Source: an optimization exercise on an open RTL-to-GDS flow (aim: small area). Production flows keep margins and buffers that such runs may drop.
Only simulation tests tie the RTL to the original design; equivalence was not proved.
The flow treats the clock pin as an ideal source, which a real chip does not have.
Power and IR drop assume default switching activity.

Design maindsp48a1, start of the top module:
module maindsp48a1 (
  input [17:0] A, B, D,
  input [47:0] C,
  input [17:0] BCIN,
  input [47:0] PCIN,
  input [7:0] OPMODE,
  input clk, CARRYIN,
  input RSTA, RSTB, RSTC, RSTCARRYIN, RSTD, RSTM, RSTOPMODE, RSTP,
  input CEA, CEB, CEM, CEP, CEC, CED, CECARRYIN, CEOPMODE,
  output [47:0] P,
  output [35:0] M,
  output CARRYOUT, CARRYOUTF,
  output [17:0] BCOUT,
  output [47:0] PCOUT
);
reg  [7:0] opr_q;
wire [7:0] opr_n;
reg  [17:0] d_q;
wire [17:0] d_n;
reg  [17:0] a1_q;
wire [17:0] a1_n;
reg  [17:0] b1_q;
wire [17:0] b1_n;
reg  [47:0] c_q;
wire [47:0] c_n;
reg  [35:0] m_q;
wire [35:0] m_n;
reg  [47:0] p_q;
wire [47:0] p_n;
reg  [0:0] cin_q;
wire [0:0] cin_n;
reg  [0:0] cout_q;
wire [0:0] cout_n;
wire n1, n2, n3, n4, n5, n6, n7, n8, n9, n10, n11, n12, n13, n14, n15, n16;
wire n17, n18, n19, n20, n21, n22, n23, n24, n25, n26, n27, n28, n29, n30, n31, n32;
wire n33, n34, n35, n36, n37, f38, f39, f40, f41, f42, f43, f44, f45, f46, f47, f48;
wire f49, f50, f51, f52, f53, n54, n55, n56, n57, n58, n59, n60, n61, n62, n63, n64;
wire n65, n66, n67, n68, n69, n70, n71, n72, n73, i74, n75, n76, n77, n78, n79, n80;
wire n81, n82, n83, n84, n85, n86, n87, i88, n89, n90, i91, n92, n93, n94, i95, n96;
wire n97, n98, n99, n100, n101, n102, n103, n104, n105, n106, n107, n108, n109, n110, n111, n112;
wire n113, n114, n115, n116, n117, n118, n119, n120, n121, n122, n123, n124, n125, n126, n127, n128;
wire n129, n130, n131, n132, n133, n134, n135, n136, n137, n138, n139, n140, n141, n142, n143, n144;
  ...
clock: 7.0 ns
lec_check: 0
cap_margin: 20
core_margin: 2
core_utilization: 40
place_density: 0.75
slew_margin: 20
synth_hierarchical: 1
standard.sh (not shown) runs the stock make flow with config.mk's settings and CLKGATE_MAP_FILE= SYNTH_SCRIPT=/design/flow/synth_recipe.tcl, a recipe that flattens the netlist after the stock synthesis.
==> flow/flow/run.sh <==
#!/bin/bash
# Own layout flow: the standard flow (standard.sh) with these changes:
#  - after synthesis (the standard Yosys run, unchanged), every combinational
#    cell that Yosys/ABC mapped to a drive strength above 1 is set back to the
#    smallest cell of its family (downsize.tcl); repair_design/repair_timing
#    upsize again where timing needs it;
#  - the port buffers that buffer_ports adds are buf_1 cells;
#  - CTS adds no dummy loads, and leaf clock buffers are clkbuf_8 where the
#    clock slew at their flip-flops allows (clkdown.tcl).
# ORFS writes each step's full log under orfs/logs; make's output goes to
# standard.log here.
set -uo pipefail
export POST_SYNTH_TCL="$PWD/flow/downsize.tcl"
export POST_CTS_TCL="$PWD/flow/clkdown.tcl"
export BUFFER_PORTS_ARGS="-buffer_cell sky130_fd_sc_hd__buf_1"
export CTS_ARGS="-sink_clustering_enable -repair_clock_nets -dont_use_dummy_load"
bash standard.sh > standard.log 2>&1
rc=$?
cp -r orfs/logs ./orfs_logs 2>/dev/null
exit $rc
Other scripts of this flow, unchanged in this note and not shown: flow/flow/clkdown.tcl, flow/flow/downsize.tcl
The first run went through all stages and came out clean.
Then changed:
- CORE_UTILIZATION: 40 -> 60
- PLACE_DENSITY: 0.75 -> unset
Result:
- The changed run completed with no timing, DRC or antenna violations
- cell area decreases by 0.74%
- total power came out lower by 1.4%
- setup slack improved by 28 ps
Then changed:
--- a/flow/flow/run.sh
+++ b/flow/flow/run.sh
@@ -7,5 +7,7 @@
 #  - the port buffers that buffer_ports adds are buf_1 cells;
 #  - CTS adds no dummy loads, and leaf clock buffers are clkbuf_8 where the
-#    clock slew at their flip-flops allows (clkdown.tcl).
+#    clock slew at their flip-flops allows (clkdown.tcl);
+#  - timing-driven global placement keeps its buffering only from its late
+#    iterations (GPL_KEEP_OVERFLOW=0.3).
 # ORFS writes each step's full log under orfs/logs; make's output goes to
 # standard.log here.
@@ -14,4 +16,5 @@
 export POST_CTS_TCL="$PWD/flow/clkdown.tcl"
 export BUFFER_PORTS_ARGS="-buffer_cell sky130_fd_sc_hd__buf_1"
+export GPL_KEEP_OVERFLOW=0.3
 export CTS_ARGS="-sink_clustering_enable -repair_clock_nets -dont_use_dummy_load"
 bash standard.sh > standard.log 2>&1
- CORE_UTILIZATION: 60 -> 40
Outcome: Wire length rises by 6.0%. Cell count rises by 8.7%. Worst setup slack improves by 450 ps. Sequential power barely changes. Global-route usage falls by 10 points. Die area rises by 49%.
Then changed:
--- a/flow/flow/run.sh
+++ b/flow/flow/run.sh
@@ -8,6 +8,5 @@
 #  - CTS adds no dummy loads, and leaf clock buffers are clkbuf_8 where the
 #    clock slew at their flip-flops allows (clkdown.tcl);
-#  - timing-driven global placement keeps its buffering only from its late
-#    iterations (GPL_KEEP_OVERFLOW=0.3).
+#  - timing-driven global placement does not keep its buffering (GPL_KEEP_OVERFLOW=0).
 # ORFS writes each step's full log under orfs/logs; make's output goes to
 # standard.log here.
@@ -16,5 +15,5 @@
 export POST_CTS_TCL="$PWD/flow/clkdown.tcl"
 export BUFFER_PORTS_ARGS="-buffer_cell sky130_fd_sc_hd__buf_1"
-export GPL_KEEP_OVERFLOW=0.3
+export GPL_KEEP_OVERFLOW=0
 export CTS_ARGS="-sink_clustering_enable -repair_clock_nets -dont_use_dummy_load"
 bash standard.sh > standard.log 2>&1
Area after synthesis is unchanged.
Cell count decreases by 3.1%.
Via count fell by 2.1%.
Non-clock buffer count drops by 84.
Sequential cell count stays the same.
Die area is unchanged.
Power drops by 11%.
Worst hold slack hardly moves.
Sequential power rises by about 5%.

[re-timing with driven ports]
How much do the figures lean on ideal ports? The routed layouts below were timed once more, with nothing changed but the port constraints.
Step 1 (the two cells are an assumption about what drives the block):
set clk [get_ports {clk}]
set_driving_cell -lib_cell sky130_fd_sc_hd__clkbuf_16 $clk
set_driving_cell -lib_cell sky130_fd_sc_hd__buf_2 [delete_from_list [all_inputs] $clk]
Step 2 moves the port delays by t, midway between the first and last clock arrival at a register: inputs arrive t later, outputs are due t later. That takes back most of the time a late clock gives input paths.
a / b / c = ideal / step 1 / step 2; a / b = the first two.
run	t (ns)	setup WS [ns]	worst setup path at the end	slew at the worst register clock pin (ns)	cell pins on the clock port's net
the first run	0.474	0.576 / 0.576 / 0.368	input to register	0.10 / 0.10	1
the second run	0.449	0.603 / 0.603 / 0.458	input to register	0.10 / 0.10	1
the third run	0.502	1.049 / 1.049 / 0.607	input to register	0.10 / 0.10	1
the fourth run	0.516	0.299 / 0.299 / 0.129	input to register	0.11 / 0.11	1
After both steps every run listed still meets setup and hold. For the third run, which loses most, drivers alone change the setup slack by 0.000 ns; drivers and shift together by -0.442 ns.
